What follows belongs to an exercise in optimizing a design on an open flow for small area; a production flow would make more cautious choices. In this exercise RTL edits were held to simulation tests only and were not proved equivalent to the original. Power figures rest on the tool's default switching activity, not on a simulated workload.

==> flow/design.v <==
module bin2bcd
 #( parameter                W = 10)   
  ( input      [W-1      :0] bin   ,   
    output reg [W+(W-4)/3:0] bcd   );  
  integer i,j;
  always @(bin) begin
    for(i = 0; i <= W+(W-4)/3; i = i+1) bcd[i] = 0;      
    bcd[W-1:0] = bin;                                    
    for(i = 0; i <= W-4; i = i+1)                        
      for(j = 0; j <= i/3; j = j+1)                      
        if (bcd[W-i+4*j -: 4] > 4)                       
          bcd[W-i+4*j -: 4] = bcd[W-i+4*j -: 4] + 4'd3;  
  end
endmodule
module cb7s (
    input [3:0] numero,         
    output reg [6:0] segmentos  
);
always @ (numero) begin
    case(numero)
        4'b0000: segmentos = ~7'b0111111;  
        4'b0001: segmentos = ~7'b0000110;  
        4'b0010: segmentos = ~7'b1011011;  
        4'b0011: segmentos = ~7'b1001111;  
        4'b0100: segmentos = ~7'b1100110;  
        4'b0101: segmentos = ~7'b1101101;  
        4'b0110: segmentos = ~7'b1111101;  
        4'b0111: segmentos = ~7'b0000111;  
        4'b1000: segmentos = ~7'b1111111;  
        4'b1001: segmentos = ~7'b1101111;  
        default: segmentos = ~7'b0000000;  
    endcase
end
endmodule
module tela (input [3:0] spr, input [3:0] r, input [3:0] c, output pixbit);
function [8:0] sprite_row(input [3:0] spr, input [3:0] r);
	begin
		sprite_row = 9'd0;
		case ({spr, r})
			{4'd1, 4'd1}: sprite_row = 9'b000111000;
			{4'd1, 4'd2}: sprite_row = 9'b000111100;
			{4'd1, 4'd3}: sprite_row = 9'b000110110;
			{4'd1, 4'd4}: sprite_row = 9'b000110000;
			{4'd1, 4'd5}: sprite_row = 9'b000110000;
			{4'd1, 4'd6}: sprite_row = 9'b000110000;
			{4'd1, 4'd7}: sprite_row = 9'b000110000;
			{4'd1, 4'd8}: sprite_row = 9'b011111110;
			{4'd2, 4'd1}: sprite_row = 9'b001111110;
			{4'd2, 4'd2}: sprite_row = 9'b011100011;
			{4'd2, 4'd3}: sprite_row = 9'b011100000;
			{4'd2, 4'd4}: sprite_row = 9'b001110000;
			{4'd2, 4'd5}: sprite_row = 9'b000111000;
			{4'd2, 4'd6}: sprite_row = 9'b000011100;
			{4'd2, 4'd7}: sprite_row = 9'b000001110;
			{4'd2, 4'd8}: sprite_row = 9'b011111111;
			{4'd3, 4'd1}: sprite_row = 9'b011111111;
			{4'd3, 4'd2}: sprite_row = 9'b011111111;
			{4'd3, 4'd3}: sprite_row = 9'b011100000;
			{4'd3, 4'd4}: sprite_row = 9'b001111100;
			{4'd3, 4'd5}: sprite_row = 9'b001111100;
			{4'd3, 4'd6}: sprite_row = 9'b011100000;
			{4'd3, 4'd7}: sprite_row = 9'b011111111;
			{4'd3, 4'd8}: sprite_row = 9'b011111111;
			{4'd4, 4'd1}: sprite_row = 9'b001111000;
			{4'd4, 4'd2}: sprite_row = 9'b001111100;
			{4'd4, 4'd3}: sprite_row = 9'b001111110;
			{4'd4, 4'd4}: sprite_row = 9'b001110111;
			{4'd4, 4'd5}: sprite_row = 9'b011111111;
			{4'd4, 4'd6}: sprite_row = 9'b011111110;
			{4'd4, 4'd7}: sprite_row = 9'b001110000;
			{4'd4, 4'd8}: sprite_row = 9'b001110000;
			{4'd5, 4'd1}: sprite_row = 9'b011111111;
			{4'd5, 4'd2}: sprite_row = 9'b011111111;
			{4'd5, 4'd3}: sprite_row = 9'b000000011;
			{4'd5, 4'd4}: sprite_row = 9'b001111111;
			{4'd5, 4'd5}: sprite_row = 9'b011111111;
			{4'd5, 4'd6}: sprite_row = 9'b011100000;
			{4'd5, 4'd7}: sprite_row = 9'b011111111;
			{4'd5, 4'd8}: sprite_row = 9'b011111111;
			{4'd6, 4'd1}: sprite_row = 9'b011111111;
			{4'd6, 4'd2}: sprite_row = 9'b011111111;
			{4'd6, 4'd3}: sprite_row = 9'b000000011;
			{4'd6, 4'd4}: sprite_row = 9'b001111111;
			{4'd6, 4'd5}: sprite_row = 9'b011111111;
			{4'd6, 4'd6}: sprite_row = 9'b011100011;
			{4'd6, 4'd7}: sprite_row = 9'b011100011;
			{4'd6, 4'd8}: sprite_row = 9'b011111111;
			{4'd7, 4'd1}: sprite_row = 9'b011111111;
			{4'd7, 4'd2}: sprite_row = 9'b011111111;
			{4'd7, 4'd3}: sprite_row = 9'b011100000;
			{4'd7, 4'd4}: sprite_row = 9'b001110000;
			{4'd7, 4'd5}: sprite_row = 9'b000111000;
			{4'd7, 4'd6}: sprite_row = 9'b000011100;
			{4'd7, 4'd7}: sprite_row = 9'b000001110;
			{4'd7, 4'd8}: sprite_row = 9'b000001110;
			{4'd8, 4'd1}: sprite_row = 9'b001100000;
			{4'd8, 4'd2}: sprite_row = 9'b001110000;
			{4'd8, 4'd3}: sprite_row = 9'b001111000;
			{4'd8, 4'd4}: sprite_row = 9'b001111100;
			{4'd8, 4'd5}: sprite_row = 9'b001100000;
			{4'd8, 4'd6}: sprite_row = 9'b001100000;
			{4'd8, 4'd7}: sprite_row = 9'b001111100;
			{4'd8, 4'd8}: sprite_row = 9'b011111111;
			{4'd9, 4'd1}: sprite_row = 9'b000011000;
			{4'd9, 4'd2}: sprite_row = 9'b000111100;
			{4'd9, 4'd3}: sprite_row = 9'b001110110;
			{4'd9, 4'd4}: sprite_row = 9'b011111111;
			{4'd9, 4'd5}: sprite_row = 9'b011111111;
			{4'd9, 4'd6}: sprite_row = 9'b001111110;
			{4'd9, 4'd7}: sprite_row = 9'b000111100;
			{4'd9, 4'd8}: sprite_row = 9'b000011000;
			default: sprite_row = 9'd0;
		endcase
	end
endfunction
wire [15:0] row = {7'd0, sprite_row(spr, r)};
wire [3:0] cm1 = c - 4'd1;
assign pixbit = row[cm1];   
endmodule
module top1(
	input CLOCK_50,
	input RESET_N,
	input [7:0] KEY,
	input [9:0] SW,
	output [7:0] VGA_R,
	output [7:0] VGA_G,
	output [7:0] VGA_B,
	output VGA_CLK,
	output VGA_HS,
	output VGA_VS,
	output VGA_BLANK_N,
	output VGA_SYNC_N,
	output [6:0] HEX0,
	output [6:0] HEX1,
	output [6:0] HEX2,
	output [6:0] HEX3,
	output [6:0] HEX4,
	output [6:0] HEX5
);
	wire clk = CLOCK_50;
	wire rst = !RESET_N;      
	wire gr  = SW[9];         
	wire rr  = rst || gr;
	reg ph;
	always @(posedge clk) begin
		if (rr) ph <= 1'b0;
		else    ph <= ~ph;
	end
	assign VGA_CLK = ph;
	wire sobe = !ph && !gr;
	reg ant0, ant1, ab_p, bd_p;
	always @(posedge clk) begin
		if (rst) begin
			ant0 <= 0; ant1 <= 0; ab_p <= 0; bd_p <= 0;
		end else if (sobe) begin
			ab_p <= SW[0] != ant0;
			ant0 <= SW[0];
			bd_p <= SW[1] != ant1;
			ant1 <= SW[1];
		end
	end
	wire debug = SW[8];
	reg [4:0] hq; reg [5:0] hr;
	reg [4:0] vq; reg [5:0] vr;
	reg hs_r, vs_r;
	wire h_end = (hq == 5'd16) && (hr == 6'd15);    
	wire v_end = (vq == 5'd12) && (vr == 6'd9);     
	always @(posedge clk) begin
		if (rst) begin
			hq <= 5'd16; hr <= 6'd16; vq <= 5'd24; vr <= 6'd29;
			hs_r <= 0; vs_r <= 0;
		end else if (sobe) begin
			hs_r <= !((hq == 5'd16 && hr >= 6'd16) || (hq == 5'd17) || (hq == 5'd18 && hr < 6'd32));
			vs_r <= !(vq == 5'd24 && (vr == 6'd29 || vr == 6'd30));
			if (hr == 6'd39) begin
				hr <= 6'd0;
				hq <= (hq == 5'd19) ? 5'd0 : hq + 5'd1;
			end else hr <= hr + 6'd1;
			if (h_end) begin
				if (v_end) begin
					vq <= 5'd24; vr <= 6'd29;
				end else if (vq == 5'd25 && vr == 6'd23) begin
					vq <= 5'd0; vr <= 6'd0;
				end else if (vr == 6'd39) begin
					vq <= vq + 5'd1; vr <= 6'd0;
				end else begin
					vr <= vr + 6'd1;
				end
			end
		end
	end
	assign VGA_HS = hs_r;
	assign VGA_VS = vs_r;
	assign VGA_BLANK_N = 1'b1;
	assign VGA_SYNC_N = 1'b0;
	wire ativo = (hq < 5'd16) && (vq < 5'd12);
	reg z;
	always @(posedge clk) begin
		if (rst)     z <= 1'b1;
		else if (ph) z <= gr;
	end
	wire [4:0] linha   = vq;
	wire [4:0] coluna  = hq;
	wire [5:0] lin_int = vr;
	wire [5:0] col_int = hr;
	reg [10:0] kc0, kc1, kc2, kc3;
	reg kN, kS, kL, kO;
	always @(posedge clk) begin
		if (rst) begin
			kc0 <= 0; kc1 <= 0; kc2 <= 0; kc3 <= 0;
			kN <= 0; kS <= 0; kL <= 0; kO <= 0;
		end else begin
			if (!KEY[3]) begin
				if (kc0 == 11'd68) begin kc0 <= 0; kN <= 1; end
				else begin kc0 <= {kc0[9:0], ~(kc0[10] ^ kc0[8])}; kN <= 0; end
			end else kN <= 0;
			if (!KEY[2]) begin
				if (kc1 == 11'd68) begin kc1 <= 0; kS <= 1; end
				else begin kc1 <= {kc1[9:0], ~(kc1[10] ^ kc1[8])}; kS <= 0; end
			end else kS <= 0;
			if (!KEY[0]) begin
				if (kc2 == 11'd68) begin kc2 <= 0; kL <= 1; end
				else begin kc2 <= {kc2[9:0], ~(kc2[10] ^ kc2[8])}; kL <= 0; end
			end else kL <= 0;
			if (!KEY[1]) begin
				if (kc3 == 11'd68) begin kc3 <= 0; kO <= 1; end
				else begin kc3 <= {kc3[9:0], ~(kc3[10] ^ kc3[8])}; kO <= 0; end
			end else kO <= 0;
		end
	end
	reg [3:0] cx, cy;
	always @(posedge clk) begin
		if (rr) begin
			cx <= 0; cy <= 0;
		end else begin
			case ({kN, kS, kL, kO})
				4'b1000: cy <= (cy != 4'd0) ? cy - 4'd1 : 4'd11;
				4'b0100: cy <= (cy < 4'd11) ? cy + 4'd1 : 4'd0;
				4'b0010: cx <= cx + 4'd1;
				4'b0001: cx <= cx - 4'd1;
				default: ;
			endcase
		end
	end
	reg [2:0] up [0:191];
	reg [2:0] cn [0:191];
	reg [10:1] lfsr;
	always @(posedge clk) begin
		if (rst) lfsr <= 0;
		else if (sobe) lfsr <= {lfsr[9:1], lfsr[10] ~^ lfsr[7]};
	end
	reg [9:0] cont_random;
	reg reset_ant;
	always @(posedge clk) begin
		if (rst) begin
			cont_random <= 0; reset_ant <= 0;
		end else begin
			if (gr && !reset_ant) cont_random <= cont_random + 10'd1;
			reset_ant <= gr;
		end
	end
	wire [9:0] rsum = lfsr + cont_random;
	reg  [1:0] rmod3;
	always @(*) begin
		case (rsum[9:6])
			4'd0, 4'd3, 4'd6, 4'd9, 4'd12, 4'd15: rmod3 = 2'd0;
			4'd1, 4'd4, 4'd7, 4'd10, 4'd13:       rmod3 = 2'd1;
			default:                              rmod3 = 2'd2;
		endcase
	end
	wire [7:0] random_2 = {rmod3, rsum[5:0]};    
	reg done_clear, wr_en_clear;
	reg [1:0] estado_clear;
	reg done_minas;
	reg [7:0] av;
	reg [3:0] est;
	reg [7:0] P;
	reg candmode;           
	reg [4:0] wdg;
	reg weg;
	reg [2:0] cont_lfsr;
	reg [2:0] estado_ab, estado_bd;
	reg explodiu;
	reg wv;                 
	reg [7:0] rd_bd, wa_bd;
	reg [4:0] wd_bd;        
	reg we_bd;
	reg [9:0] num_minas;
	reg varre, abriu, venceu, pv;
	wire leitura_vga = (estado_bd == 0) && (estado_ab == 0);
	wire [7:0] vga_addr = {vq[3:0], hq[3:0]};
	wire [3:0] lin_m = P[7:4];
	wire [3:0] col_m = P[3:0];
	reg [7:0] roff;
	always @(*) begin
		case (est)
			4'd2: roff = -8'd17;
			4'd3: roff = -8'd16;
			4'd4: roff = -8'd15;
			4'd5: roff = -8'd1;
			4'd6: roff = 8'd1;
			4'd7: roff = 8'd15;
			4'd8: roff = 8'd16;
			default: roff = 8'd17;
		endcase
	end
	wire [7:0] rd_gen = candmode ? P : P + roff;
	reg [7:0] wa_gen;
	reg [7:0] ra;
	reg       swe;
	reg [7:0] swa;
	reg [5:0] swd;
	reg       sel_ab;
	always @(*) begin
		ra = 8'd0; swe = 0; swa = av; swd = 6'd0; sel_ab = 0;
		if (!done_clear) begin
			swe = wr_en_clear; swa = av; swd = 6'd0; ra = 8'd0;
		end else if (!done_minas) begin
			swe = weg; swa = wa_gen; swd = {1'b0, wdg}; ra = rd_gen;
		end else if (leitura_vga) begin
			swe = 0; ra = vga_addr;
		end else if (estado_ab == 0) begin
			swe = we_bd; swa = wa_bd; swd = {wd_bd[4:3], 1'b0, wd_bd[2:0]}; ra = rd_bd;
		end else begin
			swe = weg; swa = P; swd = {1'b0, wdg}; ra = P; sel_ab = 1;
		end
	end
	wire [5:0] y_in;
	wire [5:0] info = leitura_vga ? y_in : 6'd0;
	reg we_q;
	always @(posedge clk) begin
		if (rr) we_q <= 0;
		else    we_q <= swe;
	end
	wire [3:0] lin_v = av[7:4];
	wire [3:0] col_v = av[3:0];
	wire fim_varre = av >= 8'd192;
	wire [7:0] addr_prox = fim_varre ? 8'd0 : av + 8'd1;
	wire prox_campo = addr_prox < 8'd192;
	wire ab4 = (estado_ab == 3'd4) && done_minas;
	wire run_sw = done_minas && !we_q && !ab4 && varre;    
	wire gen_step = sobe && !done_minas && done_clear;
	always @(posedge clk) if (gen_step) wa_gen <= rd_gen;
	wire ab_step  = sobe && done_clear && done_minas;
	wire [2:0] estado_ab_at = ab_p ? 3'd1 : estado_ab;
	wire [2:0] estado_bd_at = bd_p ? 3'd1 : estado_bd;
	reg [7:0] soff;
	always @(*) begin
		case (est)
			4'd1: soff = 8'd1;
			4'd2: soff = -8'd1;
			4'd3: soff = -8'd16;
			4'd4: soff = 8'd16;
			4'd5: soff = -8'd15;
			4'd6: soff = -8'd17;
			4'd7: soff = 8'd17;
			4'd8: soff = 8'd15;
			default: soff = 8'd1;
		endcase
	end
	wire [7:0] sa = (est == 4'd0 && fim_varre) ? 8'd0 : av + soff;
	wire [3:0] sv;
	wire [15:0] rc, sc;
	wire [11:0] rrw, srw;
	genvar g;
	generate for (g = 0; g < 16; g = g + 1) begin : dcol
		assign rc[g] = ra[3:0] == g;
		assign sc[g] = sa[3:0] == g;
	end
	for (g = 0; g < 12; g = g + 1) begin : drow
		assign rrw[g] = ra[7:4] == g;
		assign srw[g] = sa[7:4] == g;
	end endgenerate
	reg [5:0] rrow, rdv;
	reg [3:0] srow, sdv;
	integer i, j;
	always @(*) begin
		rdv = 0; sdv = 0;
		for (j = 0; j < 12; j = j + 1) begin
			rrow = 0; srow = 0;
			for (i = 0; i < 16; i = i + 1) begin
				rrow = rrow | ({6{rc[i]}} & {up[j*16+i], cn[j*16+i]});
				srow = srow | ({4{sc[i]}} & {up[j*16+i], cn[j*16+i] == 3'd0});
			end
			rdv = rdv | ({6{rrw[j]}} & rrow);
			sdv = sdv | ({4{srw[j]}} & srow);
		end
	end
	assign y_in = rdv;
	assign sv = sdv;
	wire nb_vazio = (sv == 4'b0011);
	wire [2:0] tipo_prox = sv[3:1];
	always @(posedge clk) begin
		if (rr) begin
			done_clear <= 0; wr_en_clear <= 0; estado_clear <= 0; av <= 0;
		end else if (!done_clear) begin
			if (sobe) begin
				case (estado_clear)
					2'd0: begin
						av <= 0; wr_en_clear <= 1; estado_clear <= 1;
					end
					2'd1: begin
						if (av >= 8'd192) begin
							wr_en_clear <= 0; estado_clear <= 2;
						end else wr_en_clear <= 1;
						av <= av + 8'd1;
					end
					2'd2: done_clear <= 1;
					default: ;
				endcase
			end
		end else if (!done_minas) begin
			if (gen_step && est == 4'd1 && y_in[4] == 1'b0) av <= av + 8'd1;    
end else if (!we_q && ab4) begin
			av <= 8'd192;
		end else if (run_sw && est == 4'd0) begin
			av <= addr_prox;
		end
	end
	always @(posedge clk) begin
		if (rst) cont_lfsr <= 0;
		if (rr) begin
			done_minas <= 0; est <= 0; candmode <= 1;
		end else if (!done_minas) begin
			if (gen_step) begin
				case (est)
					4'd0: begin
						if (cont_lfsr == 3'b111) begin
							est <= 1; cont_lfsr <= 0; candmode <= 1;
						end else cont_lfsr <= cont_lfsr + 3'd1;
					end
					4'd1: begin
						if (y_in[4] == 1'b0) begin
							candmode <= 0;
							est <= 2;
						end else est <= 0;
					end
					4'd11: begin
						if (av >= 8'd231) begin    
							done_minas <= 1; est <= 0;
						end else est <= 0;
					end
					default: est <= est + 4'd1;
				endcase
			end
		end else if (run_sw) begin
			case (est)
				4'd0: if (prox_campo && tipo_prox == 3'b000) est <= 1;
				4'd1: est <= (col_v < 15 && nb_vazio) ? 4'd9 : 4'd2;
				4'd2: est <= (col_v >= 1 && nb_vazio) ? 4'd9 : 4'd3;
				4'd3: est <= (lin_v >= 1 && nb_vazio) ? 4'd9 : 4'd4;
				4'd4: est <= (lin_v < 11 && nb_vazio) ? 4'd9 : 4'd5;
				4'd5: est <= (lin_v >= 1 && col_v < 15 && nb_vazio) ? 4'd9 : 4'd6;
				4'd6: est <= (lin_v >= 1 && col_v >= 1 && nb_vazio) ? 4'd9 : 4'd7;
				4'd7: est <= (lin_v < 11 && col_v < 15 && nb_vazio) ? 4'd9 : 4'd8;
				4'd8: est <= (lin_v < 11 && col_v >= 1 && nb_vazio) ? 4'd9 : 4'd0;
				4'd9: est <= 0;
				default: ;
			endcase
		end
	end
	reg gwr;    
	always @(*) begin
		case (est)
			4'd2: gwr = lin_m >= 1 && col_m >= 1;
			4'd3: gwr = lin_m >= 1;
			4'd4: gwr = lin_m >= 1 && col_m < 15;
			4'd5: gwr = col_m >= 1;
			4'd6: gwr = col_m < 15;
			4'd7: gwr = lin_m < 11 && col_m >= 1;
			4'd8: gwr = lin_m < 11;
			4'd9: gwr = lin_m < 11 && col_m < 15;
			default: gwr = 0;
		endcase
	end
	wire [5:0] y_inc = y_in + 6'd1;
	always @(posedge clk) begin
		if (rr) begin
			P <= 0; wdg <= 0; weg <= 0;
			estado_ab <= 0; explodiu <= 0; wv <= 0;
		end else if (!done_minas) begin
			if (gen_step) begin
				weg <= 0;
				if (est == 4'd0 && cont_lfsr == 3'b111) P <= random_2;
				if (est == 4'd1 && y_in[4] == 1'b0) begin
					wdg <= {1'b1, y_in[3:0]}; weg <= 1;
				end
				if (gwr) begin
					wdg <= y_inc[4:0]; weg <= 1;
				end
			end
		end else if (ab_step) begin
			wv <= 0;
			if (ab_p) estado_ab <= 1;
			case (estado_ab_at)
				3'd1: begin
					P <= {cy, cx}; estado_ab <= 2;
				end
				3'd2: begin
					if (y_in[5] != 1) begin
						wdg <= {y_in[4], 1'b1, y_in[2:0]};
						weg <= 1; wv <= 1;
						if (y_in[4] == 1) explodiu <= 1;
					end
					estado_ab <= 3;
				end
				3'd3: begin
					weg <= 0; estado_ab <= 4;
				end
				3'd4: estado_ab <= 0;
				default: ;
			endcase
		end
	end
	always @(posedge clk) begin
		if (rr) begin
			rd_bd <= 0; wa_bd <= 0; wd_bd <= 0; we_bd <= 0;
			estado_bd <= 0; num_minas <= 10'd38;
		end else if (ab_step) begin
			if (bd_p) estado_bd <= 1;
			case (estado_bd_at)
				3'd1: begin
					rd_bd <= {cy, cx}; estado_bd <= 2;
				end
				3'd2: begin
					if (y_in[3] != 1) begin
						if (y_in[5] == 0) num_minas <= num_minas - 10'd1;
						else              num_minas <= num_minas + 10'd1;
						wd_bd <= {~y_in[5], y_in[4], y_in[2:0]};
						wa_bd <= rd_bd;
						we_bd <= 1;
					end
					estado_bd <= 3;
				end
				3'd3: begin
					we_bd <= 0; estado_bd <= 4;
				end
				3'd4: estado_bd <= 0;
				default: ;
			endcase
		end
	end
	always @(posedge clk) begin
		if (rst) pv <= 0;
		if (rr) begin
			abriu <= 0; venceu <= 0; varre <= 0;
		end else if (!done_minas || we_q) begin
		end else if (ab4) begin
			varre <= 1; abriu <= 1; pv <= 0;
		end else if (varre) begin
			case (est)
				4'd0: begin
					if (fim_varre) begin
						if (!abriu) varre <= 0;
						abriu <= 0;
						venceu <= pv;
					end
					if (prox_campo && tipo_prox == 3'b000) pv <= 0;
					else if (prox_campo && tipo_prox == 3'b100) pv <= 0;
					else if (fim_varre) pv <= 1;
				end
				4'd9: abriu <= 1;
				default: ;
			endcase
		end
	end
	wire pipe_w = we_q && !ph && !rr && (!sel_ab || wv);
	wire sw_w   = run_sw && (est == 4'd9) && !rr;
	wire       m_we_up = pipe_w || sw_w;
	wire       m_we_cn = pipe_w;
	wire [7:0] m_wa = pipe_w ? swa : av;
	wire [2:0] m_wup = pipe_w ? swd[5:3] : 3'b001;
	integer k;
	always @(posedge clk) begin
		for (k = 0; k < 192; k = k + 1) begin
			if (m_we_up && m_wa == k) up[k] <= m_wup;
			if (m_we_cn && m_wa == k) cn[k] <= swd[2:0];
		end
	end
	wire bandeira = info[5];
	wire mina     = info[4];
	wire aberto   = info[3];
	wire [2:0] num = info[2:0];
	wire mc = debug || explodiu || venceu;
	localparam [3:0] C_BLACK = 0, C_RED = 1, C_WHITE = 2, C_BLUE = 3, C_GREEN = 4,
	                 C_NAVY = 5, C_DRED = 6, C_DGREEN = 7, C_GRAY = 8, C_DGRAY = 9;
	reg [9:0] cb;    
	function [9:0] grp(input [3:0] c);
		case (c)
			C_RED:    grp = 10'b111_000_0000;
			C_WHITE:  grp = 10'b111_111_1111;
			C_BLUE:   grp = 10'b000_000_1111;
			C_GREEN:  grp = 10'b000_111_0000;
			C_NAVY:   grp = 10'b000_000_0010;
			C_DRED:   grp = 10'b011_000_0000;
			C_DGREEN: grp = 10'b000_011_0000;
			C_GRAY:   grp = 10'b011_011_0111;
			C_DGRAY:  grp = 10'b001_001_0011;
			default:  grp = 10'b000_000_0000;
		endcase
	endfunction
	reg [3:0] spr;
	always @(posedge clk) begin
		if (rr) spr <= 0;
		else if (sobe) begin
			if (bandeira) spr <= 4'd8;
			else if (mina && (aberto || mc)) spr <= 4'd9;
			else if (aberto || mc) spr <= {1'b0, num};
			else spr <= 0;
		end
	end
	wire pixbit;
	tela rom(.spr(spr), .r(lin_int[5:2]), .c(col_int[5:2]), .pixbit(pixbit));
	wire borda = (lin_int < 6'd2) || (col_int < 6'd2);
	wire cursor = ((linha == {1'b0, cy} && coluna == {1'b0, cx}) && borda) ||
	              ((linha == {1'b0, cy} + 5'd1 && coluna == {1'b0, cx}) && lin_int < 6'd2) ||
	              ((linha == {1'b0, cy} && coluna == {1'b0, cx} + 5'd1) && col_int < 6'd2);
	always @(posedge clk) begin
		if (rr) cb <= grp(C_BLACK);
		else if (sobe) begin
			if (ativo) begin
				if (z) cb <= grp(C_RED);
				else if (cursor) cb <= grp(C_RED);
				else if (borda) cb <= grp(C_BLACK);
				else if ((bandeira || aberto || mc) && pixbit) begin
					if (bandeira) cb <= grp((lin_int < 6'd20) ? C_RED : (!mc ? C_WHITE : C_BLACK));
					else if (mina && (aberto || mc)) cb <= grp(C_BLACK);
					else begin
						case (num)
							3'd0: cb <= grp(C_WHITE);
							3'd1: cb <= grp(C_BLUE);
							3'd2: cb <= grp(C_GREEN);
							3'd3: cb <= grp(C_RED);
							3'd4: cb <= grp(C_NAVY);
							3'd5: cb <= grp(C_DRED);
							3'd6: cb <= grp(C_DGREEN);
							default: cb <= grp(C_BLACK);
						endcase
					end
				end else if (!aberto && !mc) begin
					cb <= grp((linha[0] ^ coluna[0]) ? C_GRAY : C_DGRAY);
				end else begin
					cb <= grp((explodiu && aberto && mina) ? C_RED : C_WHITE);
				end
			end else cb <= grp(C_BLACK);
		end
	end
	wire [7:0] r_o = {cb[9], cb[8], {6{cb[7]}}};
	wire [7:0] g_o = {cb[6], cb[5], {6{cb[4]}}};
	wire [7:0] b_o = {cb[3], cb[2], {4{cb[1]}}, {2{cb[0]}}};
	assign VGA_R = r_o;
	assign VGA_G = g_o;
	assign VGA_B = b_o;
	reg [12:0] tcont;
	reg [3:0] d0, d1, d2;
	reg tk;
	wire stop = explodiu || venceu;
	always @(posedge clk) begin
		if (rr) begin
			tcont <= 0; d0 <= 0; d1 <= 0; d2 <= 0; tk <= 0;
		end else if (!stop && !tk) begin
			if (tcont == 13'd1504) begin
				tcont <= 0;
				if (d0 == 4'd9) begin
					d0 <= 0;
					if (d1 == 4'd9) begin
						d1 <= 0;
						if (d2 == 4'd9) begin
							d2 <= 0; tk <= 1;
						end else d2 <= d2 + 4'd1;
					end else d1 <= d1 + 4'd1;
				end else d0 <= d0 + 4'd1;
			end else tcont <= {tcont[11:0], ~(tcont[12] ^ tcont[2])};
		end
	end
	cb7s dig0(.numero(d0), .segmentos(HEX0));
	cb7s dig1(.numero(d1), .segmentos(HEX1));
	cb7s dig2(.numero(d2), .segmentos(HEX2));
	assign HEX3 = 7'b1111111;
	wire [12:0] bcd;
	bin2bcd b2b(.bin(num_minas), .bcd(bcd));
	cb7s dig4(.numero(bcd[3:0]), .segmentos(HEX4));
	cb7s dig5(.numero(bcd[7:4]), .segmentos(HEX5));
endmodule
==> flow/flow/run.sh <==
#!/bin/bash
# Own flow: the standard layout (standard.sh) with these changes:
#  - synthesis maps the logic with an area-oriented ABC script (flow/abc_speed.script)
#    and leaves adders to ABC (no separate full/half adder mapping);
#    every yosys step before ABC, flip-flop mapping included, is the standard one,
#    so the registers are the same as the standard synthesis's;
#  - clock tree synthesis without dummy loads and with larger sink clusters;
#  - the port buffers are the smallest buffer (buf_1).
set -euo pipefail
W=$PWD
cp -r "$FLOW_HOME/scripts" "$W/scr"
cp "$W/flow/abc_speed.script" "$W/scr/abc_speed.script"
make -C "$FLOW_HOME" DESIGN_CONFIG="$W/config.mk" WORK_HOME="$W/orfs" CLKGATE_MAP_FILE= \
  SYNTH_SCRIPT="$W/synth_recipe.tcl" SCRIPTS_DIR="$W/scr" ADDER_MAP_FILE= synth > "$W/synth.log" 2>&1
CTS="-sink_clustering_enable -repair_clock_nets -dont_use_dummy_load"
CTS="$CTS -buf_list {sky130_fd_sc_hd__clkbuf_8}"
CTS="$CTS -sink_clustering_size 14 -sink_clustering_max_diameter 80"
bash "$W/standard.sh" "CTS_ARGS=$CTS" "BUFFER_PORTS_ARGS=-buffer_cell sky130_fd_sc_hd__buf_1" finish > "$W/layout.log" 2>&1
==> flow/flow/abc_speed.script <==
strash
&get -n
&fraig -x
&put
dc2
strash
&get -n
&deepsyn -T 900
&put
strash
&get -n
&dch -f
&nf -R 1000 -C 32 -F 16
&put
strash
&get -n
&dch -f
&nf -R 1000 -C 32 -F 16
&put
strash
&get -n
&dch -f
&nf -R 1000 -C 32 -F 16
&put
topo
==> flow/standard.sh <==
#!/bin/bash
# synth_recipe.tcl (not shown) runs the flow's synth.tcl, then flattens the netlist and writes it again
# the make line also repeats each setting of config.mk as NAME=value (left out here)
make -C /OpenROAD-flow-scripts/flow DESIGN_CONFIG=/design/flow/config.mk WORK_HOME=/design/flow/orfs CLKGATE_MAP_FILE= SYNTH_SCRIPT=/design/flow/synth_recipe.tcl "${@:-finish}"
==> flow/config.mk <==
export PLATFORM = sky130hd
export DESIGN_NAME = top1
export DESIGN_NICKNAME = top1
export VERILOG_FILES = /design/flow/design.v
export SDC_FILE = /design/flow/constraint.sdc
export NUM_CORES = 8
export LEC_CHECK = 0
export CAP_MARGIN = 15
export CORE_MARGIN = 2
export CORE_UTILIZATION = 55
export SLEW_MARGIN = 5
==> flow/constraint.sdc <==
create_clock -name core_clock -period 20.0 [get_ports {CLOCK_50}]
set_input_delay 4.0000 -clock core_clock [delete_from_list [all_inputs] [get_ports {CLOCK_50}]]
set_output_delay 4.0000 -clock core_clock [all_outputs]
set_load 0.01 [all_outputs]
==> notes.md <==
-- layout make-up --
cell class / count / share of cell area
inverters: 47 / 0.002770
multi-input cells: 3009 / 0.3014
diodes: 5 / 0.0001964
repair buffers: 181 / 0.01795
flip-flops and latches: 1412 / 0.6261
clock buffers: 111 / 0.02399
well taps: 1403 / 0.02756
-- metal layers --
| metal | global-route usage | vias to the layer above |
|---|---|---|
| li1 | - | 19400 |
| met1 | 0.5336 | 22830 |
| met2 | 0.5659 | 4317 |
| met3 | 0.1163 | 876 |
| met4 | 0.1993 | 6 |
| met5 | 0.004342 | - |
-- through the flow --
| step | setup slack [ns] | instance area, µm² |
|---|---|---|
| after global placement | 11.16 | 62150 |
| after detailed placement | 11.16 | 62150 |
| after CTS | 11.09 | 63680 |
| after floorplan | 4.450 | 59080 |
| after global routing | 10.21 | 63680 |
| final | 10.57 | 63690 |
-- flip-flops by register name, indices dropped and copies added (netlist names), 8 cells and up --
register and cells:
up 576, wa_gen 8, kc0 11, cb 10, num_minas 10, cn 576
kc3 11, rd_bd 8, tcont 13, lfsr 10, kc2 11, cont_random 10
kc1 11, wa_bd 8, av 8, P 8
-- worst max-delay path, cell delays in order (launching register included) --
cell	delay [ns]
sky130_fd_sc_hd__dfxtp_1	0.66
sky130_fd_sc_hd__nand2_1	0.20
sky130_fd_sc_hd__o21ai_0	0.42
sky130_fd_sc_hd__or2_0	0.41
sky130_fd_sc_hd__nor2_1	0.09
sky130_fd_sc_hd__a31oi_1	0.33
sky130_fd_sc_hd__nor3_2	0.24
sky130_fd_sc_hd__buf_4	0.40
sky130_fd_sc_hd__buf_4	0.34
sky130_fd_sc_hd__a222oi_1	0.39
sky130_fd_sc_hd__nand3_1	0.11
sky130_fd_sc_hd__a221oi_1	0.25
sky130_fd_sc_hd__nand4_1	0.19
sky130_fd_sc_hd__a31oi_1	0.59
sky130_fd_sc_hd__nand4_1	0.16
sky130_fd_sc_hd__nor4_1	0.86
sky130_fd_sc_hd__nand4_1	0.54
sky130_fd_sc_hd__o41ai_1	0.71
sky130_fd_sc_hd__a21boi_0	0.40
sky130_fd_sc_hd__nand2_1	0.15
sky130_fd_sc_hd__a22oi_1	0.22
sky130_fd_sc_hd__o21ai_0	0.16
sky130_fd_sc_hd__o221ai_1	0.34
sky130_fd_sc_hd__clkinv_1	0.13
sky130_fd_sc_hd__o21bai_1	0.22
sky130_fd_sc_hd__clkinv_1	0.11
sky130_fd_sc_hd__or4_1	0.61
-- cell usage in the layout (no fill, tap or decap), types with 13 or more instances in the layout --
cell type                   instances
sky130_fd_sc_hd__edfxtp_1        1160
sky130_fd_sc_hd__nor2_1           579
sky130_fd_sc_hd__a222oi_1         421
sky130_fd_sc_hd__nand2_1          290
sky130_fd_sc_hd__dfxtp_1          252
sky130_fd_sc_hd__a22oi_1          188
sky130_fd_sc_hd__nor3_1           180
sky130_fd_sc_hd__a21oi_1          163
sky130_fd_sc_hd__o21ai_0          111
sky130_fd_sc_hd__clkbuf_8         111
sky130_fd_sc_hd__buf_4            106
sky130_fd_sc_hd__nand3_1          105
sky130_fd_sc_hd__a22o_1            99
sky130_fd_sc_hd__a221oi_1          98
sky130_fd_sc_hd__nor4_1            88
sky130_fd_sc_hd__buf_1             70
sky130_fd_sc_hd__nand4_1           56
sky130_fd_sc_hd__a31oi_1           51
sky130_fd_sc_hd__xnor2_1           48
sky130_fd_sc_hd__clkinv_1          47
sky130_fd_sc_hd__and2_0            39
sky130_fd_sc_hd__a41oi_1           39
sky130_fd_sc_hd__nor2b_1           38
sky130_fd_sc_hd__nand2b_1          36
sky130_fd_sc_hd__and3_1            34
sky130_fd_sc_hd__xor2_1            33
sky130_fd_sc_hd__nor2_4            21
sky130_fd_sc_hd__or2_0             19
sky130_fd_sc_hd__a2111oi_0         18
sky130_fd_sc_hd__nor3b_1           17
sky130_fd_sc_hd__a211oi_1          15
sky130_fd_sc_hd__o22ai_1           15
sky130_fd_sc_hd__nand2_2           13
-- report_power, final --
group	switching, mW	total (mW)	internal (mW)
Clock	0.914	1.41	0.493
Sequential	0.00672	3.14	3.14
Combinational	0.0482	0.0663	0.0180
Total	0.969	4.62	3.65
-- worst paths after layout --
path	to	slack, ns	startpoint	cells after the start
max	soff[0]$_SDFF_PP1_	10.57	av[2]$_SDFFE_PN0P_	26
min	hs_r$_SDFFE_PN0P_	0.45	hs_r$_SDFFE_PN0P_	2
max reg2reg	soff[0]$_SDFF_PP1_	10.57	av[2]$_SDFFE_PN0P_	26
min reg2reg	hs_r$_SDFFE_PN0P_	0.45	hs_r$_SDFFE_PN0P_	2
-- cells by family after synthesis --
| kind of cell | share of synthesized area |
|---|---|
| other | 0.0001272 |
| xor gates and xnor gates | 0.01216 |
| adders and majority gates | 0.0005085 |
| buffers and inverters | 0.005911 |
| muxes | 0.0008687 |
| DFF | 0.6753 |
| and+or+nand+nor | 0.1231 |
| AOI/OAI and AO/OA | 0.1820 |
==> Flow_metrics.wiki <==
{| class="wikitable"
! Metric !! Value
|-
| Wire length of the first global-routing pass || 313.7 mm
|-
| Total global-route track usage || 0.3898
|-
| RSZ-0062 raised after global routing || no
|-
| Placed instance count || 6052
|-
| Max-slew headroom at the worst pin || 0.1926
|-
| Top flip-flop cell by instance count after synthesis || sky130_fd_sc_hd__edfxtp_1
|-
| Post-CTS setup-driven buffer insertion count || 0
|-
| Upper clock frequency limit || 0.1060 GHz
|-
| Total Power || 4.617 mW
|-
| Ys async rst share || 0
|-
| Critical path capture point type || flop
|-
| Cell area after technology mapping || 59050 µm²
|-
| Vertical die dimension || 331.7 µm
|-
| Startpoint types || flop
|-
| Ratio of total power to cell area || 72.49 nW/µm²
|-
| Clock slew seen by the registers of the worst setup and hold paths || 0.10 ns
|-
| Total clock sinks || 1412
|-
| Part of the cycle the worst path needs || 0.4716
|-
| Largest cells by area after synthesis || sky130_fd_sc_hd__edfxtp_1 59%, sky130_fd_sc_hd__dfxtp_1 8.5%, sky130_fd_sc_hd__a222oi_1 7.1%, sky130_fd_sc_hd__nor2_1 3.8%, sky130_fd_sc_hd__a22oi_1 2.4%
|-
| Post-route DRC violation count || 0
|-
| Layout Cells excl Fill || 6168
|-
| Fraction of the yosys area taken by sequential cells || 0.6753
|-
| Number of different library cells in the post-synthesis netlist || 64
|-
| Layout cell share with drive strength beyond 1 || 0.05882
|-
| Maximum fanout encountered on the critical timing path || 28
|-
| Vias in the first global route || 44810
|-
| Largest area contributor in the netlist || sky130_fd_sc_hd__edfxtp_1
|-
| Root buffer cell || sky130_fd_sc_hd__clkbuf_8
|-
| Num CTS Buffers || 111
|-
| Row count || 120
|-
| RD Place Congestion || 0.9421
|-
| Total via count in the routed design || 47430
|-
| Path type of the worst min-delay path || flop to flop
|-
| Pin count of the biggest net entering global routing || 193
|-
| Final routed wire length divided by cell count || 35.75 µm
|-
| Yosys warning total || 6
|-
| Fin. Hold Viols || 0
|-
| Area share of the largest cell type after synthesis || 0.5899
|-
| Total die area || 110000 µm²
|-
| Count of routing violations after the opening detailed-route iteration || 11830
|-
| Ports placed on the boundary || 91
|-
| Required time at the worst-slack endpoint || 20.66 ns
|-
| Routed met2 length || 92.89 mm
|-
| Accumulated negative setup slack || 0 ns
|-
| CTS-repair resized insts || 0
|-
| Slew at the pin closest to its max-slew limit || 1.181 ns
|-
| Final WL || 220.5 mm
|-
| Synthesis-to-layout area growth || 7.856%
|-
| Final setup skew || 0.06225 ns
|-
| Most common cell in the synthesized netlist || sky130_fd_sc_hd__edfxtp_1
|-
| Via count normalized by instance count || 7.689
|-
| Die outline width || 331.7 µm
|-
| Wire length on met3 || 34.32 mm
|-
| Synth Instances || 4484
|-
| Seq cells post-synth || 1412
|-
| Number of buffers inserted by hold repair at cts || 0
|-
| Starting density of the core || 0.5532
|-
| Detailed Routing Iterations Pass 1 || 13
|-
| Register Area || 39880 µm²
|-
| Grt total ovfl || 0
|-
| Insertion delay of the later-clocked pin in the worst-skew pair || 0.86 ns
|-
| Count of buffers inserted at the top-level ports || 71
|-
| Final HPWL DP || 132.4 mm
|-
| Minimum hold slack || 0.4506 ns
|-
| Utilization after layout || 0.5966
|-
| Arrival time at the worst endpoint || 10.10 ns
|-
| Syn avg cell area || 13.17 µm²
|-
| DRT met1 WL || 79.96 mm
|-
| Maximum number of buffers from clock root to sink || 3
|-
| Max-slew violations || 0
|-
| Total area of multi-input combinational cells || 19200 µm²
|-
| Uppermost layer routed || met5
|-
| Result of the run || no timing/DRC/antenna violations
|-
| CTS HTree Levels || 3
|-
| Initial antenna violation count || 8
|-
| Total Nets Final || 4782
|-
| Max-capacitance violation count || 0
|-
| Leak Pwr || 20.70 nW
|-
| CTS tree || done
|-
| EDFF count, synth || 1160
|-
| Top cell types by occurrence after synthesis || 1160 x sky130_fd_sc_hd__edfxtp_1, 601 x sky130_fd_sc_hd__nor2_1, 421 x sky130_fd_sc_hd__a222oi_1
|-
| Final setup fails || 0
|-
| Standard cell core area || 106800 µm²
|-
| Number of nets with antenna violations after routing || 0
|-
| Final critical path time including I/O delays and setup || 9.432 ns
|-
| Filler cell count in the final layout || 8611
|-
| Largest voltage drop on the vdd net || 0.00006764 V
|-
| Worst Setup Path Type || flop to flop
|}

[what the ideal ports hide]
No port has a modelled driver above. Below, the same layout with a new extraction and two added sets of constraints.
Step 1 sets driving cells, clkbuf_16 on the clock port and buf_2 on the other inputs (assumed; they add their load-dependent delay and slew).
Step 2 adds t to the input delays and takes it off the output delays; t is the mean of the earliest and latest rising clock arrival at the registers after step 1. Input paths then give back, and output paths get back, about the clock's delay inside the block.
Three values: no drivers, after step 1, after step 2; two values: the first two.
shift t [ns]: 0.889
setup WS [ns]: 10.568 / 10.568 / 10.568
worst setup path after step 2: register to register
clock arrival spread, ns: 0.065 / 0.066
After both steps setup and hold are still met in this run. For this run, drivers alone change the setup slack by 0.000 ns; drivers and shift together by 0.000 ns.
